Optimization exercise on an open flow, not production practice. RTL: at most simulated, not proved equivalent. Function not checked: run 1. Power: default activity.

### flow/design.v
`timescale 1ns / 1ps
module knn_distance_cal (
    input             clk,
    input             rst_n,
    input      [63:0] train_data,
    input             train_label,
    input             sample_valid,
    input      [63:0] test_data,
    output     [7:0]  distance_o,
    output            label_o,
    output            valid_o
    );
    function [7:0] absdiff(input [7:0] a, input [7:0] b);
        reg [7:0] g, t, G, T;
        reg       c;
        integer i, j, k;
        begin
            g = a & ~b;
            t = a | ~b;
            G = g;
            T = t;
            for (k = 0; k < 3; k = k + 1)
                for (i = 0; i < 8; i = i + 1)
                    if (i & (1 << k)) begin
                        j = ((i >> k) << k) - 1;
                        G[i] = G[i] | (T[i] & G[j]);
                        T[i] = T[i] & T[j];
                    end
            c = G[7];
            absdiff[0] = a[0] ^ b[0];
            for (i = 1; i < 8; i = i + 1)
                absdiff[i] = a[i] ^ (b[i] ^ (c ^ (G[i-1] | (c & T[i-1]))));
        end
    endfunction
    function gt8(input [7:0] a, input [7:0] b);
        integer j;
        reg r;
        begin
            r = 1'b0;
            for (j = 0; j < 8; j = j + 1)
                r = (a[j] & ~b[j]) | ((a[j] | ~b[j]) & r);
            gt8 = r;
        end
    endfunction
    function [7:0] max2(input [7:0] a, input [7:0] b);
        max2 = gt8(a, b) ? a : b;
    endfunction
    reg  [63:0] train_q, test_q;
    reg         label_q0;
    reg         valid_q0;
    always @(posedge clk) begin
        train_q  <= train_data;
        test_q   <= test_data;
        label_q0 <= train_label;
        if (!rst_n) valid_q0 <= 1'b0;
        else        valid_q0 <= sample_valid;
    end
    reg  [63:0] diff;
    integer f;
    always @(*)
        for (f = 0; f < 8; f = f + 1)
            diff[f*8 +: 8] = absdiff(train_q[f*8 +: 8], test_q[f*8 +: 8]);
    wire [7:0] m0   = max2(diff[ 7: 0], diff[15: 8]);
    wire [7:0] m1   = max2(diff[23:16], diff[31:24]);
    wire [7:0] m2   = max2(diff[39:32], diff[47:40]);
    wire [7:0] m3   = max2(diff[55:48], diff[63:56]);
    wire [7:0] m01  = max2(m0, m1);
    wire [7:0] m23  = max2(m2, m3);
    wire [7:0] cheb = max2(m01, m23);
    reg [7:0] cheb_q;
    reg       label_q2;
    reg       valid_q2;
    always @(posedge clk) begin
        cheb_q   <= cheb;
        label_q2 <= label_q0;
        if (!rst_n) valid_q2 <= 1'b0;
        else        valid_q2 <= valid_q0;
    end
    assign distance_o = cheb_q;
    assign label_o    = label_q2;
    assign valid_o    = valid_q2;
endmodule
`timescale 1ns / 1ps
module knn_distance_comporator #(
    parameter K = 5
    )
    (
    input             clk,
    input             rst_n,
    input      [7:0]  distance_i,
    input             label_i,
    input             valid_i,         
    input             clear_i,         
    input             show_i,          
    output reg        valid_o,
    output reg        label_o
    );
    reg [8*K-1:0] ndist;               
    reg [K-1:0]   lab;
    reg [8*K-1:0] ndist_d;
    reg [K-1:0]   lab_d;
    reg [K-1:0]   lt;                  
    reg [K-1:0]   take_prev, take_new, keep;
    wire          clr = ~rst_n | clear_i;
    function lt8(input [7:0] a, input [7:0] b);
        integer j;
        reg r;
        begin
            r = 1'b0;
            for (j = 0; j < 8; j = j + 1)
                r = (~a[j] & b[j]) | ((~a[j] | b[j]) & r);
            lt8 = r;
        end
    endfunction
    function [7:0] top_dist(input integer i);
        top_dist = ~ndist[8*i +: 8];
    endfunction
    integer i;
    always @(*) begin
        for (i = 0; i < K; i = i + 1)
            lt[i] = valid_i & lt8(distance_i, top_dist(i));
        for (i = 0; i < K; i = i + 1) begin
            take_prev[i] = ~clr & (i > 0 ? lt[i > 0 ? i-1 : 0] : 1'b0);
            take_new[i]  = ~clr & lt[i] & (i > 0 ? ~lt[i > 0 ? i-1 : 0] : 1'b1);
            keep[i]      = ~clr & ~lt[i];
        end
        for (i = 0; i < K; i = i + 1) begin
            ndist_d[8*i +: 8] = ({8{take_prev[i]}} & (i > 0 ? ndist[8*(i > 0 ? i-1 : 0) +: 8] : 8'h00))
                              | ({8{take_new[i]}}  & ~distance_i)
                              | ({8{keep[i]}}      & ndist[8*i +: 8]);
            lab_d[i] = (take_prev[i] & (i > 0 ? lab[i > 0 ? i-1 : 0] : 1'b0))
                     | (take_new[i]  & label_i)
                     | (keep[i]      & lab[i]);
        end
    end
    reg [2:0] sum4;
    reg       last;
    always @(*) begin
        sum4 = 3'd0;
        for (i = 0; i < K-1; i = i + 1)
            sum4 = sum4 + lab[i];
        last = lt[K-1] ? label_i : lab[K-1];
    end
    wire vote = (sum4 > (K/2)) | ((sum4 == (K/2)) & last);
    always @(posedge clk) begin
        ndist <= ndist_d;
        lab   <= lab_d;
        if (!rst_n) begin
            valid_o <= 1'b0;
            label_o <= 1'b0;
        end else begin
            valid_o <= show_i;
            label_o <= show_i & vote;
        end
    end
endmodule
`timescale 1ns / 1ps
module knn_top #(
    parameter DATA_WIDTH = 8,
    parameter FEATURES   = 8,
    parameter K          = 5
    )(
    input                           clk                 ,
    input                           rst_n               ,
    input [DATA_WIDTH*FEATURES-1:0] train_data          ,
    input                           train_label         ,
    input                           data_valid          ,
    input                           training_done       ,
    input [DATA_WIDTH*FEATURES-1:0] test_data           ,
    output                          predicted_valid_o   ,
    output                          predicted_label_o
    );
    wire [7:0] distance;
    wire       label;
    wire       dvalid;
    reg td1;
    always @(posedge clk) begin
        if (!rst_n) td1 <= 1'b0;
        else        td1 <= training_done;
    end
    knn_distance_cal knn_distance_cal_inst (
        .clk          (clk                          ),
        .rst_n        (rst_n                        ),
        .train_data   (train_data                   ),
        .train_label  (train_label                  ),
        .sample_valid (data_valid & ~training_done  ),
        .test_data    (test_data                    ),
        .distance_o   (distance                     ),
        .label_o      (label                        ),
        .valid_o      (dvalid                       )
    );
    knn_distance_comporator #(
        .K (K)
    ) knn_distance_comparator_inst (
        .clk        (clk                                ),
        .rst_n      (rst_n                              ),
        .distance_i (distance                           ),
        .label_i    (label                              ),
        .valid_i    (dvalid                             ),
        .clear_i    (predicted_valid_o & ~training_done ),
        .show_i     (training_done & td1                ),
        .valid_o    (predicted_valid_o                  ),
        .label_o    (predicted_label_o                  )
    );
endmodule
### flow/flow/run.sh
#!/bin/bash
set -euo pipefail
bash standard.sh synth > synth.log 2>&1
bash standard.sh BUFFER_PORTS_ARGS="-buffer_cell sky130_fd_sc_hd__buf_1"  finish > layout.log 2>&1
### flow/standard.sh
#!/bin/bash
# synth_recipe.tcl (not shown) runs the flow's synth.tcl, then flattens the netlist and writes it again
# the make line also repeats each setting of config.mk as NAME=value (left out here)
make -C /OpenROAD-flow-scripts/flow DESIGN_CONFIG=/design/flow/config.mk WORK_HOME=/design/flow/orfs CLKGATE_MAP_FILE= SYNTH_SCRIPT=/design/flow/synth_recipe.tcl "${@:-finish}"
### flow/config.mk
export PLATFORM = sky130hd
export DESIGN_NAME = knn_top
export DESIGN_NICKNAME = knn_top
export VERILOG_FILES = /design/flow/design.v
export SDC_FILE = /design/flow/constraint.sdc
export NUM_CORES = 4
export LEC_CHECK = 0
export CAP_MARGIN = 20
export CORE_MARGIN = 2
export CORE_UTILIZATION = 65
export SLEW_MARGIN = 20
### flow/constraint.sdc
create_clock -name core_clock -period 21.0 [get_ports {clk}]
set_input_delay 4.2000 -clock core_clock [delete_from_list [all_inputs] [get_ports {clk}]]
set_output_delay 4.2000 -clock core_clock [all_outputs]
set_load 0.01 [all_outputs]
==> results of run 1 <==
Yosys cell counts, types with 19 or more instances:
master,n
nand2b_1,59
a21oi_1,58
xnor2_1,46
a211oi_1,19
ha_1,19
dfxtp_1,188
inv_1,86
o21ai_0,59
mux2i_1,28
maj3_1,53
xor2_1,34
nor2_1,176
a221oi_1,41
clkbuf_1,24
nor2b_1,65
nand2_1,100
nor3_1,26
registers in the layout, indices dropped and copies added (netlist names):
register / flops
knn_distance_cal_inst.test_q: 64
knn_distance_cal_inst.train_q: 64
knn_distance_comparator_inst.ndist: 40
knn_distance_cal_inst.cheb_q: 8
knn_distance_comparator_inst.lab: 5
knn_distance_cal_inst.label_q0: 1
knn_distance_cal_inst.label_q2: 1
knn_distance_cal_inst.valid_q0: 1
knn_distance_cal_inst.valid_q2: 1
knn_distance_comparator_inst.label_o: 1
knn_distance_comparator_inst.valid_o: 1
td1: 1
per-layer routing:
metal,up-vias,global-route usage [%],wire length [um]
li1,5634,-,-
met1,5245,34.0,12600
met2,292,50.2,13800
met3,35,5.16,1180
met4,0,8.11,433
met5,-,0,0
cell families (layout without fill, tap and decap cells):
logic type | after synthesis | count (layout) | share of synthesized area, %
simple gates | 533 | 533 | 21.8
compound gates | 419 | 419 | 26.0
flops | 188 | 188 | 30.7
buf+inv | 123 | 256 | 4.12
fa+ha+maj | 87 | 87 | 7.71
xor+xnor | 83 | 83 | 6.16
mux | 40 | 40 | 3.52
metrics by stage:
stage               utilization (%)  hold WS [ns]  power (uW)  cell area (sq um)  setup WS, ns
CTS                            72.7         0.339        1490              13500         14.47
detailed placement             69.5         0.314        1160              12900         14.48
global placement               69.5         0.316        1150              12900         14.60
global route                   72.7         0.352        1600              13500         13.94
finish                         72.7         0.336        1500              13500         14.41
floorplan                         -         0.310        1030              12300         15.32
power by group through the flow:
stage	combinational [uW]	clock [uW]	sequential [uW]
floorplan	627	0	407
global placement	724	0	429
detailed placement	735	0	430
CTS	739	330	422
global route	826	345	428
finish	748	325	422
worst min-delay path by stage:
stage                                               from                              to  slack [ns]  cells past startpoint
final                     knn_distance_cal_inst.label_q0  knn_distance_cal_inst.label_q2        0.34                      0
after global routing      knn_distance_cal_inst.label_q0  knn_distance_cal_inst.label_q2        0.35                      0
after CTS                 knn_distance_cal_inst.label_q0  knn_distance_cal_inst.label_q2        0.34                      0
after detailed placement  knn_distance_cal_inst.label_q0  knn_distance_cal_inst.label_q2        0.31                      0
after global placement    knn_distance_cal_inst.label_q0  knn_distance_cal_inst.label_q2        0.32                      0
after floorplan           knn_distance_cal_inst.label_q0  knn_distance_cal_inst.label_q2        0.31                      0
area by class of cell:
class	instances	area [sq um]	area share (%)
flip-flops and latches	188	3760	27.9
multi-input cells	1162	8000	59.2
repair buffers	136	518	3.83
inverters	88	330	2.45
clock inverters	14	164	1.21
well taps	234	293	2.17
clock buffers	18	439	3.25
==> impl_metrics.yaml, run 1 <==
synth:
  synthTopCellsByArea: "dfxtp_1 31%, nor2_1 5.4%, maj3_1 4.3%"
  synth.ff_latch_count: 188
  synth_top_area_share_pct: 30.7
  netlist_area_sq_um: 12300
  async_flop_share_pct: 0
  synth-edff-count: 0
  ys_warn_count: 3
  synth.net_count: 1626
  ys_seq_area_share_pct: 30.7
  ys.flop_type: "dfxtp_1"
  syn_avg_cell_area_sq_um: 8.33
  ys_types: 119
  syn_inst: 1473
  synth_largest_area_cell: "dfxtp_1"
floorplanning:
  core_area_sq_um: 18600
  initial_utilization_pct: 66.0
  fp.dieH_um: 141
  dieArea_sq_um: 20000
  die_w_um: 141
  pin_count: 135
  rows: 50
clock_network:
  tritoncts: "built"
  cts-root-buf: "clkbuf_16"
  cts_setup_buffers: 0
  clock_latency_ns: 0.45
  ctsResizeCount: 0
  clockBufferDepth: 2
  h-tree-depth: 4
  cts_buffers: 17
  holdBufCountCts: 0
  cts.sinks: 188
  clkTransAtPathRegs_ns: 0.08
setup_path:
  worstPathBufferInverterCount: 1
  r2r_cells: 24
  reg2reg_to: "knn_distance_cal_inst.cheb_q[3]"
  end_kind: "flop"
  cpPeakStageDelay_ns: 0.43
  critical-path-slowest-cell: "a31o_1"
  critPathMaxFanout: 12
  path_depth: 24
  cp-start-kind: "flop"
  crit_arrival_ns: 6.92
  critPathTopFamily: "compound AO/OA/AOI/OAI gates"
  critPathRequiredTime_ns: 21.33
  crit_path_cell_trace: "inv_1 -> ha_1 -> nand2_1 -> a41oi_2 -> maj3_2 -> a221o_1 -> and3_1 -> xor2_1 -> maj3_2 -> maj3_2 -> a211oi_2 -> o211a_1 -> nand2_2 -> o21ai_1 -> o22ai_1 -> a311oi_2 -> a31o_1 -> mux2i_2 -> a221oi_1 -> o31ai_1 -> nand4_2 -> nor3_1 -> a21oi_1 -> o221a_1"
  crit_end: "knn_distance_cal_inst.cheb_q[3]"
  r2r-start: "knn_distance_cal_inst.test_q[0]"
  setup.worst_path.start: "knn_distance_cal_inst.test_q[0]"
  reg2reg_slack_ns: 14.41
  path_class: "flop to flop"
  crit_top_cell: "maj3_2"
global_route:
  antenna_found_initial: 0
  grt_overflow: 0
  grt_pass1_vias: 10502
  grt_max_degree: 46
  grt_pass1_wl_um: 46900
  grt.total_usage_pct: 27.9
finish:
  final_nets: 1746
  final_cell_mix: "188 x dfxtp_1, 176 x nor2_1, 134 x buf_1, 100 x nand2_1, 86 x inv_1"
  fillers: 1517
  drive_gt1_share_pct: 8.09
  antenna_cells: 0
  area_growth_pct: 10.1
  layout_commonest_cell: "dfxtp_1"
  instances_no_fill: 1840
pwr:
  vdd_ir_drop_max_mv: 0.0806
  power_leakage_uw: 0.00532
  p_comb_share_pct: 50.0
  power_frac_seq_pct: 28.2
  switching_share_pct: 42.7
  clockPowerShare_pct: 21.8
  power.density_nw_per_um2: 111
  p_sw_uw: 639
  internal-power_uw: 857
sta:
  finalCritPeriodShare_pct: 31.4
  max_freq_mhz: 152
  rsz0062_at_grt: "false"
  tightest_slew_ns: 1.02
  setup_tns_ns: 0
  min_period_ns: 6.59
  maxSlewViolCount: 0
  slew_headroom_pct: 30.1
  hold_violations: 0
  skew_ns: 0.0154
  setup_viol: 0
route:
  first_pass_iters: 6
  routed_wl_um: 28000
  drtIter0Drc: 590
  drc: 0
  viasPerCell: 6.09
  vias: 11206
  avgRoutedWirePerCell_um: 15.2
  ant_nets: 0
placement:
  dp.cells: 1808
  io_buffers: 134
  dp_hpwl_um: 21600
  gpl.final_weighted_congestion: 0.917
run_status:
  status: "timing/DRC/antenna clean"
job:
  cap_violations: 0
worst_hold_path:
  worstHoldPathType: "flop to flop"
==> run 2: changes to the inputs <==
--- a/flow/design.v
+++ b/flow/design.v
@@ -11,7 +11,6 @@
     output            valid_o
     );
-    function [7:0] absdiff(input [7:0] a, input [7:0] b);
+    function [8:0] addnot(input [7:0] a, input [7:0] b);
         reg [7:0] g, t, G, T;
-        reg       c;
         integer i, j, k;
         begin
@@ -27,45 +26,49 @@
                         T[i] = T[i] & T[j];
                     end
-            c = G[7];
-            absdiff[0] = a[0] ^ b[0];
+            addnot[0] = ~(a[0] ^ b[0]);
             for (i = 1; i < 8; i = i + 1)
-                absdiff[i] = a[i] ^ (b[i] ^ (c ^ (G[i-1] | (c & T[i-1]))));
-        end
-    endfunction
-    function gt8(input [7:0] a, input [7:0] b);
+                addnot[i] = ~(a[i] ^ b[i]) ^ G[i-1];
+            addnot[8] = G[7];
+        end
+    endfunction
+    reg  [71:0] s_q;                   
+    reg         label_q;
+    reg         valid_q;
+    reg  [71:0] s_d;
+    integer f;
+    always @(*)
+        for (f = 0; f < 8; f = f + 1)
+            s_d[f*9 +: 9] = addnot(train_data[f*8 +: 8], test_data[f*8 +: 8]);
+    always @(posedge clk) begin
+        s_q     <= s_d;
+        label_q <= train_label;
+        if (!rst_n) valid_q <= 1'b0;
+        else        valid_q <= sample_valid;
+    end
+    function gt9(input [8:0] a, input [8:0] b);
         integer j;
         reg r;
         begin
             r = 1'b0;
-            for (j = 0; j < 8; j = j + 1)
+            for (j = 0; j < 9; j = j + 1)
                 r = (a[j] & ~b[j]) | ((a[j] | ~b[j]) & r);
-            gt8 = r;
-        end
-    endfunction
-    function [7:0] max2(input [7:0] a, input [7:0] b);
-        max2 = gt8(a, b) ? a : b;
-    endfunction
-    reg  [63:0] train_q, test_q;
-    reg         label_q0;
-    reg         valid_q0;
-    always @(posedge clk) begin
-        train_q  <= train_data;
-        test_q   <= test_data;
-        label_q0 <= train_label;
-        if (!rst_n) valid_q0 <= 1'b0;
-        else        valid_q0 <= sample_valid;
-    end
-    reg  [63:0] diff;
-    integer f;
-    always @(*)
-        for (f = 0; f < 8; f = f + 1)
-            diff[f*8 +: 8] = absdiff(train_q[f*8 +: 8], test_q[f*8 +: 8]);
-    wire [7:0] m0   = max2(diff[ 7: 0], diff[15: 8]);
-    wire [7:0] m1   = max2(diff[23:16], diff[31:24]);
-    wire [7:0] m2   = max2(diff[39:32], diff[47:40]);
-    wire [7:0] m3   = max2(diff[55:48], diff[63:56]);
-    wire [7:0] m01  = max2(m0, m1);
-    wire [7:0] m23  = max2(m2, m3);
-    wire [7:0] cheb = max2(m01, m23);
+            gt9 = r;
+        end
+    endfunction
+    function [8:0] max2(input [8:0] a, input [8:0] b);
+        max2 = gt9(a, b) ? a : b;
+    endfunction
+    function [8:0] key(input [8:0] cs);
+        key = {cs[7:0] ^ {8{~cs[8]}}, cs[8]};
+    endfunction
+    wire [8:0] k0   = max2(key(s_q[ 8: 0]), key(s_q[17: 9]));
+    wire [8:0] k1   = max2(key(s_q[26:18]), key(s_q[35:27]));
+    wire [8:0] k2   = max2(key(s_q[44:36]), key(s_q[53:45]));
+    wire [8:0] k3   = max2(key(s_q[62:54]), key(s_q[71:63]));
+    wire [8:0] k01  = max2(k0, k1);
+    wire [8:0] k23  = max2(k2, k3);
+    wire [7:0] d01  = k01[8:1] + k01[0];
+    wire [7:0] d23  = k23[8:1] + k23[0];
+    wire [7:0] cheb = gt9(k01, k23) ? d01 : d23;
     reg [7:0] cheb_q;
     reg       label_q2;
@@ -73,7 +76,7 @@
     always @(posedge clk) begin
         cheb_q   <= cheb;
-        label_q2 <= label_q0;
+        label_q2 <= label_q;
         if (!rst_n) valid_q2 <= 1'b0;
-        else        valid_q2 <= valid_q0;
+        else        valid_q2 <= valid_q;
     end
     assign distance_o = cheb_q;
--- a/flow/config.mk
+++ b/flow/config.mk
@@ -9,3 +9,6 @@
 export CORE_MARGIN = 2
 export CORE_UTILIZATION = 65
+export CTS_BUF_LIST = sky130_fd_sc_hd__clkbuf_8
+export CTS_CLUSTER_DIAMETER = 80
+export CTS_CLUSTER_SIZE = 40
 export SLEW_MARGIN = 20
==> impl_metrics.yaml, run 2 <==
sta:
  max_freq_mhz: 172
  hold_violations: 0
  setup_viol: 0
  rsz0062_at_grt: "false"
  setup_tns_ns: 0
  min_period_ns: 5.81
  slew_headroom_pct: 47.0
  tightest_slew_ns: 0.793
  finalCritPeriodShare_pct: 27.7
  skew_ns: 0.0153
  maxSlewViolCount: 0
synth:
  synth_common_cells: "171 x inv_1, 169 x nor2_1, 132 x dfxtp_1"
  ys.flop_type: "dfxtp_1"
  netlist_area_sq_um: 10200
  synth.ff_latch_count: 132
  yosysMostFrequentCell: "inv_1"
  ys_warn_count: 3
  synthTopCellsByArea: "dfxtp_1 26%, ha_1 14%, xnor2_1 6.5%"
  async_flop_share_pct: 0
  syn_inst: 1190
  synth.net_count: 1459
  ys_types: 75
  synth_largest_area_cell: "dfxtp_1"
  ys_seq_area_share_pct: 26.0
  syn_avg_cell_area_sq_um: 8.53
  synth_top_area_share_pct: 26.0
  synth-edff-count: 0
global_route:
  grt_max_degree: 46
  grt_pass1_wl_um: 31200
  grt_overflow: 0
  grt_pass1_vias: 7347
  grt.total_usage_pct: 22.9
  antenna_found_initial: 0
clock_network:
  ctsResizeCount: 0
  clock_latency_ns: 0.45
  cts_buffers: 17
  cts-root-buf: "clkbuf_8"
  clkTransAtPathRegs_ns: 0.07
  clockBufferDepth: 2
  cts_setup_buffers: 0
  holdBufCountCts: 0
  tritoncts: "built"
  h-tree-depth: 4
  cts.sinks: 132
pwr:
  internal-power_uw: 743
  power_leakage_uw: 0.00508
  clockPowerShare_pct: 13.8
  p_comb_share_pct: 59.3
  vdd_ir_drop_max_mv: 0.0950
  p_total_uw: 1310
  power_frac_seq_pct: 26.9
  power.density_nw_per_um2: 118
  switching_share_pct: 43.2
  p_sw_uw: 565
floorplanning:
  pin_count: 135
  rows: 45
  core_area_sq_um: 15300
  fp.dieH_um: 129
  die_w_um: 129
  dieArea_sq_um: 16600
  initial_utilization_pct: 66.5
setup_path:
  cpPeakStageDelay_ns: 0.83
  worstPathBufferInverterCount: 0
  critPathTopFamily: "compound AO/OA/AOI/OAI gates"
  path_class: "flop to flop"
  critical-path-slowest-cell: "dfxtp_1"
  critPathMaxFanout: 19
  crit_path_cell_trace: "xnor2_1 -> a222oi_1 -> o21ai_0 -> a21o_1 -> o21bai_1 -> mux2i_1 -> a222oi_1 -> o21ai_1 -> a21oi_1 -> o21ai_1 -> mux2i_1 -> o2111ai_1 -> a31oi_1 -> nor4b_4 -> a211oi_4 -> mux2_4"
  crit_arrival_ns: 6.13
  critPathRequiredTime_ns: 21.32
  cp-start-kind: "flop"
  end_kind: "flop"
placement:
  dp_hpwl_um: 14700
  gpl.final_weighted_congestion: 0.846
  dp.cells: 1492
  io_buffers: 134
route:
  first_pass_iters: 6
  vias: 8059
  avgRoutedWirePerCell_um: 12.2
  drtIter0Drc: 469
  drc: 0
  routed_wl_um: 18500
  viasPerCell: 5.29
  ant_nets: 0
finish:
  instances_no_fill: 1523
  largest_register: "knn_distance_cal_inst.s_q"
  antenna_cells: 0
  final_nets: 1569
  top_regs: "knn_distance_cal_inst.s_q x72, knn_distance_comparator_inst.ndist x40, knn_distance_cal_inst.cheb_q x8"
  largest_register_ffs: 72
  drive_gt1_share_pct: 4.12
  layout_commonest_cell: "inv_1"
  area_growth_pct: 8.78
  final_cell_mix: "178 x inv_1, 169 x nor2_1, 134 x buf_1, 132 x dfxtp_1, 111 x ha_1"
worst_hold_path:
  worstHoldPathType: "flop to flop"
run_status:
  status: "timing/DRC/antenna clean"
job:
  cap_violations: 0
## run 2: changes by cell type in the layout (fill, tap and decap cells not counted), sizes merged, moves of 24 or more
cell    change
o21ai      -53
ha         +92
nand2b     -48
maj3       -39
inv        +82
xnor2      +28
nor2b      -51
fa         +24
nand2      -54
dfxtp      -56
## run 2: path summary, 6_finish.rpt
kind,start,end,slack (ns),depth (start not counted)
max,knn_distance_cal_inst.s_q[8],knn_distance_cal_inst.cheb_q[0],15.19,16
min,knn_distance_cal_inst.label_q,knn_distance_cal_inst.label_q2,0.34,0
max reg2reg,knn_distance_cal_inst.s_q[8],knn_distance_cal_inst.cheb_q[0],15.19,16
min reg2reg,knn_distance_cal_inst.label_q,knn_distance_cal_inst.label_q2,0.34,0
## run 2: power by group through the flow
stage               clock network, uW  registers, uW  logic (uW)
floorplan                           0            319         682
detailed placement                  0            357         777
global route                      197            360         862
global placement                    0            356         763
finish                            181            352         775
CTS                               185            352         780
## run 2: logic make-up after synthesis
| family | synth area share, % |
|---|---|
| buffers and inverters | 8.45 |
| AND/OR/NAND/NOR | 13.2 |
| XOR/XNOR | 10.5 |
| AO/OA/AOI/OAI | 15.5 |
| multiplexers | 4.92 |
| flip-flops | 26.0 |
| adder cells (fa/ha/maj) | 21.4 |
## run 2: area by class of cell
| class | instances | area, sq um |
|---|---|---|
| flip-flops and latches | 132 | 2640 |
| clock inverters | 13 | 81.3 |
| clock buffers | 18 | 248 |
| fillers | 1256 | 4220 |
| well taps | 211 | 264 |
| repair buffers | 135 | 510 |
| multi-input cells | 843 | 6660 |
| inverters | 171 | 642 |
## run 2: per-layer routing
metal	vias to the layer above	track usage [%]	share of wire [%]
li1	4185	-	-
met1	3692	28.3	46
met2	167	40.3	49
met3	15	5.57	4.5
met4	0	5.50	0.72
met5	-	0	0
## run 2: per-stage QoR
stage	setup slack, ns	instance area [sq um]	util (%)	hold WS, ns
after floorplan	15.26	10200	-	0.310
after global placement	15.07	10700	70.2	0.338
after detailed placement	14.96	10700	70.2	0.323
after CTS	15.17	11000	72.4	0.346
after global routing	14.75	11000	72.4	0.351
final	15.19	11000	72.4	0.337
Testbench counts of run 2, summed over its fixed seeds: cycles 49,352.
==> run 3: changes to the inputs <==
==> flow/flow/run.sh (replaced) <==
#!/bin/bash
set -euo pipefail
bash standard.sh synth > synth.log 2>&1
bash standard.sh SETUP_SLACK_MARGIN=16 TNS_END_PERCENT=100 \
    BUFFER_PORTS_ARGS="-buffer_cell sky130_fd_sc_hd__buf_1"  finish > layout.log 2>&1
==> impl_metrics.yaml, run 3 <==
sta:
  min_period_ns: 5.44
  finalCritPeriodShare_pct: 25.9
  rsz0062_at_grt: "true"
  hold_violations: 0
  hold_ws_ns: 0.331
  maxSlewViolCount: 0
  setup_viol: 0
  slew_headroom_pct: 48.6
  skew_ns: 0.0115
  max_freq_mhz: 184
  setup_tns_ns: 0
  tightest_slew_ns: 0.769
clock_network:
  clockBufferDepth: 2
  clkTransAtPathRegs_ns: 0.08
  cts_buffers: 17
  cts.sinks: 132
  tritoncts: "built"
  clock_latency_ns: 0.44
  holdBufCountCts: 0
  h-tree-depth: 4
  cts-root-buf: "clkbuf_8"
run_status:
  status: "timing/DRC/antenna clean"
route:
  routed_wl_um: 20700
  vias: 8391
  drtIter0Drc: 517
  ant_nets: 0
  avgRoutedWirePerCell_um: 13.3
  first_pass_iters: 6
  viasPerCell: 5.39
  drc: 0
floorplanning:
  core_area_sq_um: 15300
  initial_utilization_pct: 66.5
  die_w_um: 129
  dieArea_sq_um: 16600
  rows: 45
  pin_count: 135
  fp.dieH_um: 129
setup_path:
  critPathTopFamily: "adder cells"
  cp-start-kind: "input port"
  critPathMaxFanout: 2
  crit_arrival_ns: 5.83
  path_depth: 11
  end_kind: "flop"
  worstPathBufferInverterCount: 5
  path_class: "input port to flop"
  r2r_cells: 16
  crit_path_cell_trace: "buf_8 -> inv_8 -> ha_4 -> fa_2 -> a21oi_2 -> nor2_1 -> nor2_1 -> buf_4 -> buf_6 -> fa_2 -> inv_2"
  critPathRequiredTime_ns: 21.38
  reg2reg_slack_ns: 16.24
  critical-path-slowest-cell: "fa_2"
  cpPeakStageDelay_ns: 0.43
synth:
  netlist_area_sq_um: 10200
  ys.flop_type: "dfxtp_1"
  ys_warn_count: 3
  synth_largest_area_cell: "dfxtp_1"
  syn_avg_cell_area_sq_um: 8.53
  async_flop_share_pct: 0
  ys_seq_area_share_pct: 26.0
  yosysMostFrequentCell: "inv_1"
  synth-edff-count: 0
  ys_types: 75
  synthTopCellsByArea: "dfxtp_1 26%, ha_1 14%, xnor2_1 6.5%"
  synth_top_area_share_pct: 26.0
  synth.ff_latch_count: 132
  syn_inst: 1190
  synth.net_count: 1459
  synth_common_cells: "171 x inv_1, 169 x nor2_1, 132 x dfxtp_1"
worst_hold_path:
  hold_path_depth: 0
  worstHoldPathType: "flop to flop"
pwr:
  power_leakage_uw: 0.00541
  vdd_ir_drop_max_mv: 0.117
  p_total_uw: 1450
  power.density_nw_per_um2: 120
finish:
  top_regs: "knn_distance_cal_inst.s_q x72, knn_distance_comparator_inst.ndist x40, knn_distance_cal_inst.cheb_q x8"
  fillers: 1072
  final_cell_mix: "160 x nor2_1, 150 x inv_1, 123 x dfxtp_1, 109 x buf_1, 103 x ha_1"
  final_nets: 1602
  antenna_cells: 0
  largest_register: "knn_distance_cal_inst.s_q"
  largest_register_ffs: 72
  drive_gt1_share_pct: 16.5
  layout_commonest_cell: "nor2_1"
  area_growth_pct: 18.5
global_route:
  grt_pass1_vias: 7888
  grt.total_usage_pct: 25.0
  grt_overflow: 0
  grt_pass1_wl_um: 34400
  grt_max_degree: 46
  antenna_found_initial: 0
placement:
  io_buffers: 134
  gpl.final_weighted_congestion: 0.875
  dp_hpwl_um: 15400
job:
  cap_violations: 0
[run 3: layer usage]
layer / wire length, um / GRT usage (%)
met2: 10200 / 43.7
met3: 714 / 4.57
met4: 152 / 6.33
met5: 0 / 0
met1: 9640 / 32.1
[run 3: cell families (layout without fill, tap and decap cells)]
family / count (synthesis) / in the layout / synth area share (%)
compound gates: 213 / 213 / 15.5
xor+xnor: 122 / 122 / 10.5
fa+ha+maj: 164 / 164 / 21.4
buf+inv: 215 / 371 / 8.45
flops: 132 / 132 / 26.0
mux: 46 / 46 / 4.92
simple gates: 298 / 298 / 13.2
[run 3: where the power goes]
group / internal, uW / switching, uW / total, uW
registers: 294 / 58.5 / 352
clock network: 104 / 100 / 204
logic: 424 / 465 / 888
total: 822 / 623 / 1450
[run 3: final cells by class]
type                    instances  area [sq um]  share of cell area, %
inverters                     171           707                   5.88
multi-input cells             843          7030                   58.5
clock inverters                15           144                   1.20
well taps                     211           264                   2.20
repair buffers                168           983                   8.18
flip-flops and latches        132          2660                   22.1
clock buffers                  17           234                   1.95
[run 3: repair_timing]
item / in CTS / in global routing
pin swaps: 51 / 39
gates resized for setup: 98 / 48
endpoints found under the setup margin: 58 / 53
hold endpoints to repair: 0 / 0
buffers inserted: 26 / 6
[run 3: worst register-to-register path: cells and delay by family (launching register included)]
kind | cells | cell delay (ns)
mux | 3 | 1.12
compound gates | 7 | 1.72
simple gates | 4 | 0.80
buf+inv | 1 | 0.17
fa+ha+maj | 1 | 0.31
flops | 1 | 0.53
[run 3: metrics by stage]
step           utilization [%]  cells  setup WS, ns  area (sq um)
3_5_place_dp              71.8   1493         14.93         11000
2_1_floorplan                -   1190         15.35         10400
3_3_place_gp              71.8   1493         15.04         11000
6_report                  78.8   1557         15.56         12000
4_1_cts                   77.4   1551         15.61         11800
5_1_grt                   78.8   1557         15.46         12000
[run 3: path summary, 6_finish.rpt]
path | start | end
hold / removal | knn_distance_cal_inst.label_q | knn_distance_cal_inst.label_q2
hold reg to reg | knn_distance_cal_inst.label_q | knn_distance_cal_inst.label_q2
setup / recovery | test_data[16] | knn_distance_cal_inst.s_q[22]
setup reg to reg | knn_distance_cal_inst.s_q[53] | knn_distance_cal_inst.cheb_q[0]
==> run 4: changes to the inputs <==
==> flow/flow/run.sh (replaced) <==
#!/bin/bash
set -euo pipefail
bash standard.sh synth > synth.log 2>&1
bash standard.sh SETUP_SLACK_MARGIN=15.5 TNS_END_PERCENT=100 \
    BUFFER_PORTS_ARGS="-buffer_cell sky130_fd_sc_hd__buf_1"  finish > layout.log 2>&1
==> impl_metrics.yaml, run 4 <==
clock_network:
  cts.sinks: 132
  h-tree-depth: 4
  clockBufferDepth: 2
  cts_buffers: 17
  holdBufCountCts: 0
  cts-root-buf: "clkbuf_8"
  clock_latency_ns: 0.46
  clkTransAtPathRegs_ns: 0.08
  tritoncts: "built"
finish:
  antenna_cells: 0
  drive_gt1_share_pct: 10.7
  final_cell_mix: "163 x inv_1, 148 x nor2_1, 126 x dfxtp_1, 125 x buf_1, 103 x ha_1"
  final_nets: 1579
  largest_register: "knn_distance_cal_inst.s_q"
  area_growth_pct: 13.3
  instances_no_fill: 1534
  fillers: 1177
  largest_register_ffs: 72
  top_regs: "knn_distance_cal_inst.s_q x72, knn_distance_comparator_inst.ndist x40, knn_distance_cal_inst.cheb_q x8"
  layout_commonest_cell: "inv_1"
setup_path:
  crit_arrival_ns: 5.78
  crit_top_cell: "nor2_1"
  cpPeakStageDelay_ns: 0.34
  path_class: "input port to flop"
  critPathMaxFanout: 2
  crit_path_cell_trace: "buf_2 -> inv_8 -> ha_4 -> fa_2 -> a21oi_2 -> nor2_1 -> nor2_2 -> nor2_1 -> nor2_1 -> nor2_1 -> nor2_2 -> nor2_1 -> nor2_1 -> o21bai_1"
  reg2reg_to: "knn_distance_cal_inst.cheb_q[0]"
  cp-start-kind: "input port"
  r2r_cells: 17
  worstPathBufferInverterCount: 2
  end_kind: "flop"
  critPathTopFamily: "simple AND/OR/NAND/NOR gates"
  critical-path-slowest-cell: "fa_2"
  reg2reg_slack_ns: 15.87
  r2r-start: "knn_distance_cal_inst.s_q[71]"
  critPathRequiredTime_ns: 21.34
floorplanning:
  core_area_sq_um: 15300
  dieArea_sq_um: 16600
  rows: 45
  initial_utilization_pct: 66.5
  pin_count: 135
  die_w_um: 129
  fp.dieH_um: 129
sta:
  rsz0062_at_grt: "true"
  setup_viol: 0
  max_freq_mhz: 184
  maxSlewViolCount: 0
  slew_headroom_pct: 48.3
  setup_tns_ns: 0
  finalCritPeriodShare_pct: 25.9
  tightest_slew_ns: 0.775
  min_period_ns: 5.44
  timing.final.ws_setup_ns: 15.56
  hold_ws_ns: 0.335
  hold_violations: 0
  skew_ns: 0.0132
pwr:
  power.density_nw_per_um2: 122
  vdd_ir_drop_max_mv: 0.108
  power_leakage_uw: 0.00516
  p_total_uw: 1400
worst_hold_path:
  min-delay-start: "knn_distance_cal_inst.label_q"
  worstHoldPathType: "flop to flop"
  holdPathEnd: "knn_distance_cal_inst.label_q2"
  hold_path_depth: 0
global_route:
  grt_max_degree: 46
  grt_overflow: 0
  grt_pass1_wl_um: 32400
  grt.total_usage_pct: 23.6
  antenna_found_initial: 0
  grt_pass1_vias: 7615
synth:
  ys_seq_area_share_pct: 26.0
  syn_avg_cell_area_sq_um: 8.53
  syn_inst: 1190
  netlist_area_sq_um: 10200
  yosysMostFrequentCell: "inv_1"
  synth_largest_area_cell: "dfxtp_1"
  synth.ff_latch_count: 132
  synth_top_area_share_pct: 26.0
  synthTopCellsByArea: "dfxtp_1 26%, ha_1 14%, xnor2_1 6.5%"
  synth.net_count: 1459
  async_flop_share_pct: 0
  ys_types: 75
  ys_warn_count: 3
  synth-edff-count: 0
  synth_common_cells: "171 x inv_1, 169 x nor2_1, 132 x dfxtp_1"
  ys.flop_type: "dfxtp_1"
placement:
  dp.cells: 1492
  place_ws_ns: 14.95
  gpl.final_weighted_congestion: 0.860
  io_buffers: 134
  dp_hpwl_um: 15000
route:
  viasPerCell: 5.32
  routed_wl_um: 19100
  drc: 0
  avgRoutedWirePerCell_um: 12.5
  drtIter0Drc: 445
  first_pass_iters: 5
  ant_nets: 0
  vias: 8160
run_status:
  status: "timing/DRC/antenna clean"
job:
  cap_violations: 0
==> run 4: cell counts after synthesis <==
No cell type changed its count.
==> run 4: layer usage <==
layer	up-vias	global-route usage, %	share of wire, %
li1	4202	-	-
met1	3771	29.6	46
met2	170	40.9	48
met3	17	4.45	4.3
met4	0	7.86	1.1
met5	-	0	0
==> run 4: worst max-delay path by stage <==
stage / start / depth (start not counted) / end
floorplan: test_data[8] / 13 / knn_distance_cal_inst.s_q[17]
finish: test_data[32] / 14 / knn_distance_cal_inst.s_q[44]
global route: test_data[48] / 14 / knn_distance_cal_inst.s_q[61]
CTS: test_data[56] / 14 / knn_distance_cal_inst.s_q[70]
detailed placement: test_data[16] / 14 / knn_distance_cal_inst.s_q[25]
global placement: test_data[0] / 14 / knn_distance_cal_inst.s_q[8]
==> run 4: through the flow <==
stage	cell area (sq um)	util, %
final	11500	75.4
after global routing	11500	75.4
after CTS	11300	74.3
after global placement	10900	71.6
after floorplan	10400	-
after detailed placement	10900	71.6
==> run 4: cells by family after synthesis <==
| logic type | synth area share (%) |
|---|---|
| compound gates | 15.5 |
| xor+xnor | 10.5 |
| fa+ha+maj | 21.4 |
| buf+inv | 8.45 |
| flops | 26.0 |
| mux | 4.92 |
| simple gates | 13.2 |
==> run 4: report_power, final <==
part,internal (uW),leakage [uW],switching (uW)
Sequential,294,0.00110,59.7
Combinational,397,0.00387,438
Clock,110,0.000192,104
==> run 4: layout make-up <==
class                   instances  area (sq um)  share of cell area [%]
inverters                     171           702                    6.10
clock inverters                14           153                    1.33
clock buffers                  18           248                    2.15
repair buffers                145           618                    5.37
well taps                     211           264                    2.30
flip-flops and latches        132          2650                    23.0
multi-input cells             843          6870                    59.7
==> run 4: what timing repair did <==
item / in CTS / in global routing
endpoints found under the setup margin: 20 / 24
gates resized for setup: 9 / 37
pin swaps: 0 / 22
setup buffers: 0 / 10
==> run 5: changes to the inputs <==
--- a/flow/config.mk
+++ b/flow/config.mk
@@ -8,5 +8,5 @@
 export CAP_MARGIN = 20
 export CORE_MARGIN = 2
-export CORE_UTILIZATION = 65
+export CORE_UTILIZATION = 75
 export CTS_BUF_LIST = sky130_fd_sc_hd__clkbuf_8
 export CTS_CLUSTER_DIAMETER = 80
==> impl_metrics.yaml, run 5 <==
finish:
  instances_no_fill: 1499
  largest_register_ffs: 72
  final_cell_mix: "165 x inv_1, 151 x nor2_1, 126 x dfxtp_1, 120 x buf_1, 103 x ha_1"
  drive_gt1_share_pct: 10.7
  final_util_pct: 86.9
  top_regs: "knn_distance_cal_inst.s_q x72, knn_distance_comparator_inst.ndist x40, knn_distance_cal_inst.cheb_q x8"
  layout_commonest_cell: "inv_1"
  final_nets: 1582
  antenna_cells: 0
  area_growth_pct: 13.4
  largest_register: "knn_distance_cal_inst.s_q"
setup_path:
  critPathRequiredTime_ns: 21.38
  critical-path-slowest-cell: "fa_2"
  setup.worst_path.start: "test_data[32]"
  crit_top_cell: "nor2_1"
  cpPeakStageDelay_ns: 0.38
  critPathMaxFanout: 2
  path_class: "input port to flop"
  end_kind: "flop"
  reg2reg_to: "knn_distance_cal_inst.cheb_q[1]"
  r2r_cells: 16
  cp-start-kind: "input port"
  crit_arrival_ns: 6.21
  r2r-start: "knn_distance_cal_inst.s_q[62]"
  reg2reg_slack_ns: 15.50
  worstPathBufferInverterCount: 2
  critPathTopFamily: "simple AND/OR/NAND/NOR gates"
  crit_path_cell_trace: "buf_8 -> inv_8 -> ha_4 -> fa_2 -> a21oi_2 -> nor2_1 -> nor2_2 -> nor2_1 -> nor2_1 -> nor2_1 -> nor2_1 -> nor2_1 -> nor2_2 -> xnor2_1"
route:
  avgRoutedWirePerCell_um: 16.8
  ant_nets: 0
  routed_wl_um: 25300
  drtIter0Drc: 943
  first_pass_iters: 6
  viasPerCell: 5.93
  drc: 0
  vias: 8886
pwr:
  p_total_uw: 1390
  vdd_ir_drop_max_mv: 0.106
  power.density_nw_per_um2: 121
  power_leakage_uw: 0.00521
global_route:
  grt.total_usage_pct: 30.1
  grt_pass1_wl_um: 35700
  globalRouteMet1Util_pct: 35.7
  antenna_found_initial: 0
  grt_pass1_vias: 8125
  busiest_layer: "met2"
  use_met2_pct: 53.9
  grt_max_degree: 46
  grt_overflow: 0
  grt_use_met3_pct: 5.09
synth:
  async_flop_share_pct: 0
  ys_types: 75
  yosysMostFrequentCell: "inv_1"
  synth.ff_latch_count: 132
  netlist_area_sq_um: 10200
  synth_top_area_share_pct: 26.0
  synth.net_count: 1459
  ys_seq_area_share_pct: 26.0
  syn_avg_cell_area_sq_um: 8.53
  synth_common_cells: "171 x inv_1, 169 x nor2_1, 132 x dfxtp_1"
  syn_inst: 1190
  synth-edff-count: 0
  ys.flop_type: "dfxtp_1"
  synthTopCellsByArea: "dfxtp_1 26%, ha_1 14%, xnor2_1 6.5%"
  ys_warn_count: 3
  synth_largest_area_cell: "dfxtp_1"
placement:
  dp.cells: 1457
  place_ws_ns: 14.89
  dp_hpwl_um: 15800
  gpl.final_weighted_congestion: 0.829
  io_buffers: 134
job:
  cap_violations: 0
clock_network:
  cts-root-buf: "clkbuf_8"
  clockBufferDepth: 2
  clkTransAtPathRegs_ns: 0.08
  clock_latency_ns: 0.46
  cts_buffers: 17
  h-tree-depth: 4
  holdBufCountCts: 0
  cts.sinks: 132
  tritoncts: "built"
worst_hold_path:
  holdPathEnd: "knn_distance_cal_inst.label_q2"
  worstHoldPathType: "flop to flop"
  min-delay-start: "knn_distance_cal_inst.label_q"
  hold_path_depth: 0
sta:
  min_period_ns: 5.83
  setup_tns_ns: 0
  maxSlewViolCount: 0
  finalCritPeriodShare_pct: 27.8
  timing.final.ws_setup_ns: 15.17
  max_freq_mhz: 171
  tightest_slew_ns: 0.782
  hold_violations: 0
  skew_ns: 0.0191
  slew_headroom_pct: 47.8
  rsz0062_at_grt: "true"
  setup_viol: 0
run_status:
  status: "timing/DRC/antenna clean"
floorplanning:
  core_area_sq_um: 13200
  initial_utilization_pct: 76.7
  fp.dieH_um: 120
  rows: 42
  dieArea_sq_um: 14500
  die_w_um: 120
  pin_count: 135
[run 5: cell counts after synthesis]
No cell type changed its count.
[run 5: area by class of cell]
type	instances	area, sq um
clock inverters	7	58.8
clock buffers	22	303
fillers	692	1730
multi-input cells	843	6860
repair buffers	148	717
inverters	171	702
flip-flops and latches	132	2650
well taps	176	220
[run 5: worst register-to-register path, cell delays in order, from the launching register on]
cell and delay (ns):
dfxtp_2 0.60, xor2_1 0.36, o22ai_1 0.17, a222oi_1 0.63, nand2_1 0.15, o311ai_1 0.50, o311ai_1 0.21, maj3_2 0.35
maj3_2 0.32, o211ai_2 0.10, nand2_4 0.14, mux2i_2 0.25, a2111oi_4 0.38, nor3_2 0.11, nor4b_2 0.19, a211oi_4 0.57
mux2_4 0.35
[run 5: routing by layer]
metal  wire (um)  part of all wire (%)
met3        1520                   6.0
met2       12800                    51
met1       10100                    40
met4         898                   3.6
met5           0                     0
[run 5: how the worst max path moves through the flow]
stage	endpoint	slack, ns	cells after the start
2_1_floorplan	knn_distance_cal_inst.s_q[17]	15.35	13
4_1_cts	knn_distance_cal_inst.s_q[17]	15.50	13
6_report	knn_distance_cal_inst.s_q[43]	15.17	14
3_3_place_gp	knn_distance_cal_inst.s_q[8]	15.03	14
3_5_place_dp	knn_distance_cal_inst.s_q[17]	14.89	14
5_1_grt	knn_distance_cal_inst.s_q[43]	15.10	14
[run 5: logic make-up after synthesis]
kind of cell / after synthesis / share of synthesized area [%]
adders and majority gates: 164 / 21.4
AOI/OAI and AO/OA: 213 / 15.5
muxes: 46 / 4.92
xor gates and xnor gates: 122 / 10.5
DFF: 132 / 26.0
and+or+nand+nor: 298 / 13.2
buffers and inverters: 215 / 8.45
[run 5: through the flow]
stage	hold WS, ns	cell area, sq um
after floorplan	0.310	10400
after global placement	0.312	10900
after CTS	0.335	11300
after detailed placement	0.317	10900
final	0.336	11500
after global routing	0.338	11500
[run 5: power by group]
part           total, uW  leakage, uW  switching, uW  internal [uW]
clock network        203     0.000196           97.8            106
registers            355      0.00110           61.1            294
logic                834      0.00392            458            376
total               1390      0.00521            617            775
[run 5: repair_timing]
item	4_1_cts	5_1_grt
setup buffers	3	10
pin swaps	6	35
resized for setup	17	52
endpoints found under the setup margin	24	27
==> run 6: changes to the inputs <==
--- a/flow/config.mk
+++ b/flow/config.mk
@@ -9,5 +9,5 @@
 export CORE_MARGIN = 2
 export CORE_UTILIZATION = 75
-export CTS_BUF_LIST = sky130_fd_sc_hd__clkbuf_8
+export CTS_BUF_LIST = sky130_fd_sc_hd__clkbuf_4
 export CTS_CLUSTER_DIAMETER = 80
 export CTS_CLUSTER_SIZE = 40
==> impl_metrics.yaml, run 6 <==
clock_network:
  clockBufferDepth: 2
  cts-root-buf: "clkbuf_4"
  holdBufCountCts: 0
  h-tree-depth: 4
  clkTransAtPathRegs_ns: 0.10
  tritoncts: "built"
  cts.sinks: 132
  clock_latency_ns: 0.54
  cts_buffers: 17
synth:
  synth_top_area_share_pct: 26.0
  synth_common_cells: "171 x inv_1, 169 x nor2_1, 132 x dfxtp_1"
  netlist_area_sq_um: 10200
  synth_largest_area_cell: "dfxtp_1"
  syn_inst: 1190
  async_flop_share_pct: 0
  synth.net_count: 1459
  ys_seq_area_share_pct: 26.0
  syn_avg_cell_area_sq_um: 8.53
  ys.flop_type: "dfxtp_1"
  ys_warn_count: 3
  ys_types: 75
  synth.ff_latch_count: 132
  synth-edff-count: 0
  synthTopCellsByArea: "dfxtp_1 26%, ha_1 14%, xnor2_1 6.5%"
  yosysMostFrequentCell: "inv_1"
pwr:
  vdd_ir_drop_max_mv: 0.107
  power_leakage_uw: 0.00504
  power.density_nw_per_um2: 117
route:
  ant_nets: 0
  routed_wl_um: 20300
  vias: 8268
  first_pass_iters: 5
  viasPerCell: 5.56
  avgRoutedWirePerCell_um: 13.6
  drtIter0Drc: 645
  drc: 0
floorplanning:
  die_w_um: 120
  rows: 42
  core_area_sq_um: 13200
  dieArea_sq_um: 14500
  initial_utilization_pct: 76.7
  pin_count: 135
  fp.dieH_um: 120
setup_path:
  cp-start-kind: "input port"
  reg2reg_slack_ns: 15.82
  end_kind: "flop"
  critPathMaxFanout: 2
  path_class: "input port to flop"
  worstPathBufferInverterCount: 2
  cpPeakStageDelay_ns: 0.34
  crit_path_cell_trace: "clkbuf_2 -> inv_8 -> ha_4 -> fa_2 -> a21oi_2 -> nor2_1 -> nor2_1 -> nor2_1 -> nor2_1 -> nor2_1 -> nor2_2 -> nor2_1 -> nor2_1 -> o21bai_1"
  crit_arrival_ns: 5.84
  path_depth: 14
  critPathTopFamily: "simple AND/OR/NAND/NOR gates"
  crit_top_cell: "nor2_1"
  r2r_cells: 16
  critPathRequiredTime_ns: 21.42
  critical-path-slowest-cell: "fa_2"
global_route:
  grt_max_degree: 46
  grt_overflow: 0
  grt_pass1_vias: 7967
  grt_pass1_wl_um: 34400
  antenna_found_initial: 0
  grt.total_usage_pct: 28.6
sta:
  finalCritPeriodShare_pct: 25.8
  slew_headroom_pct: 52.0
  min_period_ns: 5.41
  skew_ns: 0.0183
  max_freq_mhz: 185
  rsz0062_at_grt: "true"
  hold_violations: 0
  setup_tns_ns: 0
  setup_viol: 0
  maxSlewViolCount: 0
  tightest_slew_ns: 0.720
placement:
  gpl.final_weighted_congestion: 0.829
  dp_hpwl_um: 15800
  io_buffers: 134
  place_area_sq_um: 10900
job:
  cap_violations: 0
finish:
  final_nets: 1571
  largest_register_ffs: 72
  final_cell_mix: "163 x inv_1, 154 x nor2_1, 126 x buf_1, 126 x dfxtp_1, 103 x ha_1"
  antenna_cells: 0
  drive_gt1_share_pct: 9.07
  area_growth_pct: 10.1
  layout_commonest_cell: "inv_1"
  largest_register: "knn_distance_cal_inst.s_q"
  top_regs: "knn_distance_cal_inst.s_q x72, knn_distance_comparator_inst.ndist x40, knn_distance_cal_inst.cheb_q x8"
  finalInstanceArea_sq_um: 11200
run_status:
  status: "timing/DRC/antenna clean"
worst_hold_path:
  worstHoldPathType: "flop to flop"
  hold_path_depth: 0
## run 6: per-stage QoR
step           util [%]  power, uW  worst slack (ns)  instances  hold slack, ns
2_1_floorplan         -       1000             15.35       1190           0.310
3_3_place_gp       82.2       1120             15.03       1457           0.312
3_5_place_dp       82.2       1150             14.89       1457           0.317
4_1_cts            83.9       1290             15.51       1486           0.343
5_1_grt            84.4       1400             15.48       1488           0.347
6_report           84.4       1310             15.59       1488           0.340
## run 6: final timing paths
path / start / end
worst min-delay path: knn_distance_cal_inst.label_q / knn_distance_cal_inst.label_q2
worst max register to register: knn_distance_cal_inst.s_q[62] / knn_distance_cal_inst.cheb_q[1]
worst min register to register: knn_distance_cal_inst.label_q / knn_distance_cal_inst.label_q2
worst max-delay path: test_data[40] / knn_distance_cal_inst.s_q[53]
## run 6: cell families after synthesis
kind of cell             Yosys count  synth area share [%]
XOR/XNOR                         122                  10.5
flip-flops                       132                  26.0
multiplexers                      46                  4.92
buffers and inverters            215                  8.45
adder cells (fa/ha/maj)          164                  21.4
AND/OR/NAND/NOR                  298                  13.2
AO/OA/AOI/OAI                    213                  15.5
## run 6: area by class of cell
cell class | count | area (sq um)
Timing Repair Buffer | 137 | 536
Multi-Input combinational cell | 843 | 6850
Sequential cell | 132 | 2650
Clock buffer | 20 | 150
Inverter | 171 | 702
Tap cell | 176 | 220
Clock inverter | 9 | 66.3
Fill cell | 814 | 2070
## run 6: per-layer routing
metal  part of all wire (%)  global-route usage [%]  up-vias
met4                    1.5                    8.72        0
li1                       -                       -     4190
met2                     50                    51.1      200
met1                     45                    35.2     3851
met3                    4.3                    4.86       27
met5                      0                       0        -
## run 6: what timing repair did
item                                    4_1_cts  5_1_grt
endpoints found under the setup margin       13       24
resized for setup                             7       24
setup buffers                                 0        2
pin swaps                                     0        3
## run 6: where the power goes
part | switching, uW | internal (uW)
Combinational | 440 | 368
Sequential | 59.6 | 293
Clock | 86.6 | 58.2
Total | 586 | 720
==> run 7: changes to the inputs <==
--- a/flow/config.mk
+++ b/flow/config.mk
@@ -12,3 +12,4 @@
 export CTS_CLUSTER_DIAMETER = 80
 export CTS_CLUSTER_SIZE = 40
+export PLACE_DENSITY = 0.85
 export SLEW_MARGIN = 20
==> impl_metrics.yaml, run 7 <==
run_status:
  status: "timing/DRC/antenna clean"
setup_path:
  critPathRequiredTime_ns: 21.50
  end_kind: "flop"
  path_class: "input port to flop"
  reg2reg_slack_ns: 15.83
  r2r-start: "knn_distance_cal_inst.s_q[62]"
  crit_arrival_ns: 5.88
  setup.worst_path.start: "test_data[16]"
  cp-start-kind: "input port"
  critPathMaxFanout: 2
  reg2reg_to: "knn_distance_cal_inst.cheb_q[0]"
  r2r_cells: 17
finish:
  layout_commonest_cell: "inv_1"
  fillers: 810
  drive_gt1_share_pct: 9.40
  largest_register: "knn_distance_cal_inst.s_q"
  top_regs: "knn_distance_cal_inst.s_q x72, knn_distance_comparator_inst.ndist x40, knn_distance_cal_inst.cheb_q x8"
  area_growth_pct: 10.8
  final_cell_mix: "163 x inv_1, 158 x nor2_1, 127 x dfxtp_1, 126 x buf_1, 103 x ha_1"
  finalInstanceArea_sq_um: 11300
  final_nets: 1575
  largest_register_ffs: 72
worst_hold_path:
  hold_path_depth: 0
  min-delay-start: "knn_distance_cal_inst.label_q"
  holdPathEnd: "knn_distance_cal_inst.label_q2"
  worstHoldPathType: "flop to flop"
synth:
  ys_seq_area_share_pct: 26.0
  synth_largest_area_cell: "dfxtp_1"
  synthTopCellsByArea: "dfxtp_1 26%, ha_1 14%, xnor2_1 6.5%"
  synth_top_area_share_pct: 26.0
  ys_warn_count: 3
  syn_avg_cell_area_sq_um: 8.53
  netlist_area_sq_um: 10200
  synth-edff-count: 0
  async_flop_share_pct: 0
  ys.flop_type: "dfxtp_1"
  synth.ff_latch_count: 132
  yosysMostFrequentCell: "inv_1"
  synth_common_cells: "171 x inv_1, 169 x nor2_1, 132 x dfxtp_1"
  ys_types: 75
  syn_inst: 1190
  synth.net_count: 1459
global_route:
  grt_pass1_vias: 7904
  grt.total_usage_pct: 28.9
  grt_max_degree: 46
  grt_pass1_wl_um: 34600
  antenna_found_initial: 1
  grt_overflow: 0
sta:
  max_freq_mhz: 186
  hold_violations: 0
  setup_viol: 0
  finalCritPeriodShare_pct: 25.6
  setup_tns_ns: 0
  skew_ns: 0.0238
  hold_ws_ns: 0.339
  rsz0062_at_grt: "false"
  maxSlewViolCount: 0
  slew_headroom_pct: 52.3
  tightest_slew_ns: 0.714
  min_period_ns: 5.38
pwr:
  power.density_nw_per_um2: 123
  power_leakage_uw: 0.00508
  vdd_ir_drop_max_mv: 0.110
  p_total_uw: 1390
clock_network:
  cts.sinks: 132
  clkTransAtPathRegs_ns: 0.10
  h-tree-depth: 4
  cts_buffers: 17
  clockBufferDepth: 2
  clock_latency_ns: 0.58
  tritoncts: "built"
  cts-root-buf: "clkbuf_4"
floorplanning:
  pin_count: 135
  fp.dieH_um: 120
  die_w_um: 120
  rows: 42
  initial_utilization_pct: 76.7
  dieArea_sq_um: 14500
  core_area_sq_um: 13200
placement:
  gpl.final_weighted_congestion: 0.858
  dp_hpwl_um: 15900
  place_area_sq_um: 10900
  io_buffers: 134
route:
  viasPerCell: 5.57
  routed_wl_um: 20400
  ant_nets: 0
  vias: 8336
  drtIter0Drc: 602
  first_pass_iters: 7
  drc: 0
  avgRoutedWirePerCell_um: 13.6
job:
  cap_violations: 0
[run 7: cell counts after synthesis]
Identical to the previous run, type by type.
[run 7: repair_timing]
item / CTS / global route
buffers inserted: 0 / 6
hold buffers: 0 / 0
resized for setup: 4 / 23
cloned: 0 / 0
setup endpoints to repair: 8 / 24
pin swaps: 0 / 2
[run 7: worst max-delay path by stage]
stage                                                 end  slack [ns]  cells after the start
after global routing      knn_distance_cal_inst.cheb_q[1]       15.44                     17
final                       knn_distance_cal_inst.s_q[25]       15.62                     14
after floorplan             knn_distance_cal_inst.s_q[17]       15.35                     13
after CTS                    knn_distance_cal_inst.s_q[7]       15.51                     14
after detailed placement    knn_distance_cal_inst.s_q[70]       14.91                     14
after global placement      knn_distance_cal_inst.s_q[26]       15.03                     14
[run 7: through the flow]
| step | util (%) | setup slack [ns] | cells |
|---|---|---|---|
| final | 85.0 | 15.62 | 1496 |
| after global routing | 85.0 | 15.44 | 1496 |
| after CTS | 84.1 | 15.51 | 1489 |
| after detailed placement | 82.2 | 14.91 | 1457 |
| after global placement | 82.2 | 15.03 | 1457 |
| after floorplan | - | 15.35 | 1190 |
[run 7: final cells by class]
type	instances	area (sq um)	share of cell area (%)
Sequential cell	132	2650	23.5
Tap cell	176	220	1.96
Clock inverter	13	111	0.990
Inverter	171	702	6.24
Timing Repair Buffer	141	578	5.14
Antenna cell	1	2.50	0.0222
Clock buffer	19	143	1.27
Multi-Input combinational cell	843	6850	60.9
[run 7: cells by family after synthesis]
logic type,count (synthesis),share of synthesized area (%)
adder cells (fa/ha/maj),164,21.4
multiplexers,46,4.92
AND/OR/NAND/NOR,298,13.2
AO/OA/AOI/OAI,213,15.5
XOR/XNOR,122,10.5
flip-flops,132,26.0
buffers and inverters,215,8.45
[run 7: worst max-delay path: stages]
cell and delay [ns]:
clkbuf_2 0.14, inv_8 0.04, ha_4 0.15, fa_2 0.34, a21oi_2 0.13, nor2_1 0.05
nor2_1 0.15, nor2_1 0.06, nor2_1 0.08, nor2_1 0.06, nor2_2 0.12, nor2_1 0.06
nor2_1 0.16, xnor2_1 0.14
[run 7: layer usage]
metal	global-route usage, %	vias to the layer above	part of all wire, %
met3	5.38	44	4.4
li1	-	4193	-
met4	10.2	0	2.0
met1	35.1	3901	43
met2	51.1	198	50
met5	0	-	0
[run 7: power by group]
part | switching [uW] | internal [uW]
clock | 94.9 | 60.7
sequential | 59.5 | 293
combinational | 464 | 416
==> run 8: changes to the inputs <==
--- a/flow/config.mk
+++ b/flow/config.mk
@@ -8,8 +8,7 @@
 export CAP_MARGIN = 20
 export CORE_MARGIN = 2
-export CORE_UTILIZATION = 75
+export CORE_UTILIZATION = 82
 export CTS_BUF_LIST = sky130_fd_sc_hd__clkbuf_4
 export CTS_CLUSTER_DIAMETER = 80
 export CTS_CLUSTER_SIZE = 40
-export PLACE_DENSITY = 0.85
 export SLEW_MARGIN = 20
==> impl_metrics.yaml, run 8 <==
run_status:
  status: "did not finish"
  haltStage: "5_1_grt"
  error: "[ERROR GRT-0232] Routing congestion too high. Check the congestion heatmap in the GUI."
placement:
  io_buffers: 134
  gpl.final_weighted_congestion: 0.860
  dp_hpwl_um: 18400
clock_network:
  cts.sinks: 132
  cts_buffers: 17
  h-tree-depth: 4
  holdBufCountCts: 0
  cts-root-buf: "clkbuf_4"
  clockBufferDepth: 2
synth:
  netlist_area_sq_um: 10200
  synth_largest_area_cell: "dfxtp_1"
  syn_avg_cell_area_sq_um: 8.53
  ys.flop_type: "dfxtp_1"
  ys_warn_count: 3
  synthTopCellsByArea: "dfxtp_1 26%, ha_1 14%, xnor2_1 6.5%"
  synth_common_cells: "171 x inv_1, 169 x nor2_1, 132 x dfxtp_1"
  synth-edff-count: 0
  yosysMostFrequentCell: "inv_1"
  async_flop_share_pct: 0
  synth.net_count: 1459
  synth_top_area_share_pct: 26.0
  syn_inst: 1190
  ys_seq_area_share_pct: 26.0
  ys_types: 75
  synth.ff_latch_count: 132
global_route:
  grt.total_usage_pct: 74.9
  grt_max_degree: 46
  grt_overflow: 120
sta:
  postGrtWorstEndpoint: "knn_distance_cal_inst.s_q[70]$_DFF_P_/D"
  worstEpCategory: "sequential cell input"
floorplanning:
  initial_utilization_pct: 84.2
  die_w_um: 115
  fp.dieH_um: 115
  pin_count: 135
  rows: 40
[run 8: cell counts after synthesis]
No cell type changed its count.
[run 8: repair_timing]
action,in CTS
setup endpoints to repair,25
setup buffers,9
hold endpoints to repair,0
gates resized for setup,33
pin swaps,13
[run 8: routing by layer]
metal | track usage [%] | GRT overflow
met5 | 0.741 | 0
met4 | 84.9 | 53
met3 | 53.9 | 0
met2 | 96.3 | 66
met1 | 72.4 | 1
[run 8: stage by stage]
step           setup WS, ns  cells  cell area, sq um  total power (uW)
4_1_cts               15.50   1490             11300              1380
3_5_place_dp          14.76   1449             10900              1160
2_1_floorplan         15.35   1190             10400              1000
3_3_place_gp          15.05   1449             10900              1110
[run 8: how the worst max path moves through the flow]
stage | start | endpoint | cells past startpoint
global placement | test_data[16] | knn_distance_cal_inst.s_q[26] | 14
detailed placement | test_data[56] | knn_distance_cal_inst.s_q[70] | 14
CTS | knn_distance_cal_inst.s_q[62] | knn_distance_cal_inst.cheb_q[1] | 16
floorplan | test_data[8] | knn_distance_cal_inst.s_q[17] | 13
[run 8: kinds of logic after synthesis]
logic type / share of synthesized area, %
AO/OA/AOI/OAI: 15.5
buffers and inverters: 8.45
multiplexers: 4.92
adder cells (fa/ha/maj): 21.4
AND/OR/NAND/NOR: 13.2
XOR/XNOR: 10.5
flip-flops: 26.0
[run 8: power groups by stage]
| stage | combinational [uW] | clock [uW] | sequential [uW] |
|---|---|---|---|
| 2_1_floorplan | 685 | 0 | 319 |
| 3_3_place_gp | 758 | 0 | 355 |
| 3_5_place_dp | 798 | 0 | 358 |
| 4_1_cts | 826 | 200 | 354 |
==> run 9: changes to the inputs <==
--- a/flow/config.mk
+++ b/flow/config.mk
@@ -6,9 +6,9 @@
 export NUM_CORES = 4
 export LEC_CHECK = 0
-export CAP_MARGIN = 20
+export CAP_MARGIN = 0
 export CORE_MARGIN = 2
-export CORE_UTILIZATION = 82
+export CORE_UTILIZATION = 75
 export CTS_BUF_LIST = sky130_fd_sc_hd__clkbuf_4
 export CTS_CLUSTER_DIAMETER = 80
 export CTS_CLUSTER_SIZE = 40
-export SLEW_MARGIN = 20
+export SLEW_MARGIN = 0
==> impl_metrics.yaml, run 9 <==
sta:
  max_freq_mhz: 185
  maxSlewViolCount: 0
  hold_violations: 0
  slew_headroom_pct: 52.0
  setup_tns_ns: 0
  tightest_slew_ns: 0.720
  timing.final.ws_setup_ns: 15.59
  finalCritPeriodShare_pct: 25.8
  rsz0062_at_grt: "true"
  setup_viol: 0
  min_period_ns: 5.41
  skew_ns: 0.0183
synth:
  synth_largest_area_cell: "dfxtp_1"
  synth_top_area_share_pct: 26.0
  synth_common_cells: "171 x inv_1, 169 x nor2_1, 132 x dfxtp_1"
  syn_avg_cell_area_sq_um: 8.53
  ys_types: 75
  synthTopCellsByArea: "dfxtp_1 26%, ha_1 14%, xnor2_1 6.5%"
  yosysMostFrequentCell: "inv_1"
  ys.flop_type: "dfxtp_1"
  ys_seq_area_share_pct: 26.0
  netlist_area_sq_um: 10200
  syn_inst: 1190
  synth.net_count: 1459
  synth.ff_latch_count: 132
  synth-edff-count: 0
  async_flop_share_pct: 0
  ys_warn_count: 3
placement:
  io_buffers: 134
  gpl.final_weighted_congestion: 0.829
  dp.cells: 1457
  place_ws_ns: 14.89
  dp_hpwl_um: 15800
job:
  cap_violations: 0
setup_path:
  worstPathBufferInverterCount: 2
  crit_path_cell_trace: "clkbuf_2 -> inv_8 -> ha_4 -> fa_2 -> a21oi_2 -> nor2_1 -> nor2_1 -> nor2_1 -> nor2_1 -> nor2_1 -> nor2_2 -> nor2_1 -> nor2_1 -> o21bai_1"
  end_kind: "flop"
  setup.worst_path.start: "test_data[40]"
  path_class: "input port to flop"
  critPathTopFamily: "simple AND/OR/NAND/NOR gates"
  critPathMaxFanout: 2
  reg2reg_slack_ns: 15.82
  cpPeakStageDelay_ns: 0.34
  crit_arrival_ns: 5.84
  r2r_cells: 16
  critPathRequiredTime_ns: 21.42
  reg2reg_to: "knn_distance_cal_inst.cheb_q[1]"
  r2r-start: "knn_distance_cal_inst.s_q[62]"
  crit_top_cell: "nor2_1"
  cp-start-kind: "input port"
  critical-path-slowest-cell: "fa_2"
route:
  drc: 0
  vias: 8268
  ant_nets: 0
  drtIter0Drc: 645
  avgRoutedWirePerCell_um: 13.6
  routed_wl_um: 20300
  viasPerCell: 5.56
  first_pass_iters: 5
pwr:
  vdd_ir_drop_max_mv: 0.107
  p_total_uw: 1310
  power_leakage_uw: 0.00504
  power.density_nw_per_um2: 117
floorplanning:
  rows: 42
  pin_count: 135
  core_area_sq_um: 13200
  initial_utilization_pct: 76.7
  dieArea_sq_um: 14500
  fp.dieH_um: 120
  die_w_um: 120
clock_network:
  holdBufCountCts: 0
  cts.sinks: 132
  cts-root-buf: "clkbuf_4"
  clkTransAtPathRegs_ns: 0.10
  cts_buffers: 17
  clockBufferDepth: 2
  h-tree-depth: 4
  clock_latency_ns: 0.54
  tritoncts: "built"
finish:
  layout_commonest_cell: "inv_1"
  antenna_cells: 0
  drive_gt1_share_pct: 9.07
  largest_register_ffs: 72
  multi_input_area_sq_um: 6850
  final_cell_mix: "163 x inv_1, 154 x nor2_1, 126 x buf_1, 126 x dfxtp_1, 103 x ha_1"
  instances_no_fill: 1488
  area_growth_pct: 10.1
  final_util_pct: 84.4
  top_regs: "knn_distance_cal_inst.s_q x72, knn_distance_comparator_inst.ndist x40, knn_distance_cal_inst.cheb_q x8"
  fillers: 814
  largest_register: "knn_distance_cal_inst.s_q"
  final_nets: 1571
  seqCellArea_sq_um: 2650
worst_hold_path:
  hold_path_depth: 0
  min-delay-start: "knn_distance_cal_inst.label_q"
  worstHoldPathType: "flop to flop"
  holdPathEnd: "knn_distance_cal_inst.label_q2"
global_route:
  grt_overflow: 0
  grt.total_usage_pct: 28.6
  antenna_found_initial: 0
  grt_max_degree: 46
  grt_pass1_vias: 7967
  grt_pass1_wl_um: 34400
run_status:
  status: "timing/DRC/antenna clean"
run 9: cell counts after synthesis:
Identical to the previous run, type by type.
run 9: what timing repair did:
item                       CTS  global route
pin swaps                    0             3
resized for setup            7            24
cloned                       0             0
setup buffers                0             2
setup endpoints to repair   13            24
run 9: worst max-delay path by stage:
stage / endpoint / slack (ns) / depth (start not counted)
after global placement: knn_distance_cal_inst.s_q[8] / 15.03 / 14
after CTS: knn_distance_cal_inst.s_q[34] / 15.51 / 14
final: knn_distance_cal_inst.s_q[53] / 15.59 / 14
after detailed placement: knn_distance_cal_inst.s_q[17] / 14.89 / 14
after floorplan: knn_distance_cal_inst.s_q[17] / 15.35 / 13
after global routing: knn_distance_cal_inst.s_q[7] / 15.48 / 14
run 9: kinds of logic after synthesis:
| logic type | count (synthesis) | share of synthesized area [%] |
|---|---|---|
| buf+inv | 215 | 8.45 |
| xor+xnor | 122 | 10.5 |
| mux | 46 | 4.92 |
| compound gates | 213 | 15.5 |
| flops | 132 | 26.0 |
| simple gates | 298 | 13.2 |
| fa+ha+maj | 164 | 21.4 |
run 9: power breakdown:
group	total, uW	internal (uW)	switching (uW)
sequential	353	293	59.6
clock	145	58.2	86.6
combinational	808	368	440
total	1310	720	586
run 9: metrics by stage:
| step | hold WS (ns) | instance area [sq um] |
|---|---|---|
| floorplan | 0.310 | 10400 |
| global route | 0.347 | 11200 |
| detailed placement | 0.317 | 10900 |
| finish | 0.340 | 11200 |
| CTS | 0.343 | 11100 |
| global placement | 0.312 | 10900 |
run 9: layout make-up:
class                           count  area share, %
Inverter                          171           6.28
Timing Repair Buffer              137           4.79
Clock buffer                       20           1.34
Tap cell                          176           1.97
Clock inverter                      9          0.593
Multi-Input combinational cell    843           61.3
Sequential cell                   132           23.7
run 9: metal layers:
metal  part of all wire (%)  GRT usage, %  vias to the layer above
li1                       -             -                     4190
met3                    4.3          4.86                       27
met1                     45          35.2                     3851
met5                      0             0                        -
met4                    1.5          8.72                        0
met2                     50          51.1                      200
run 9: worst register-to-register path, delay by kind of cell (launching register included):
family / cells / cell delay, ns
fa+ha+maj: 2 / 0.67
xor+xnor: 1 / 0.21
simple gates: 4 / 0.57
flops: 1 / 0.59
compound gates: 7 / 2.46
mux: 2 / 0.59
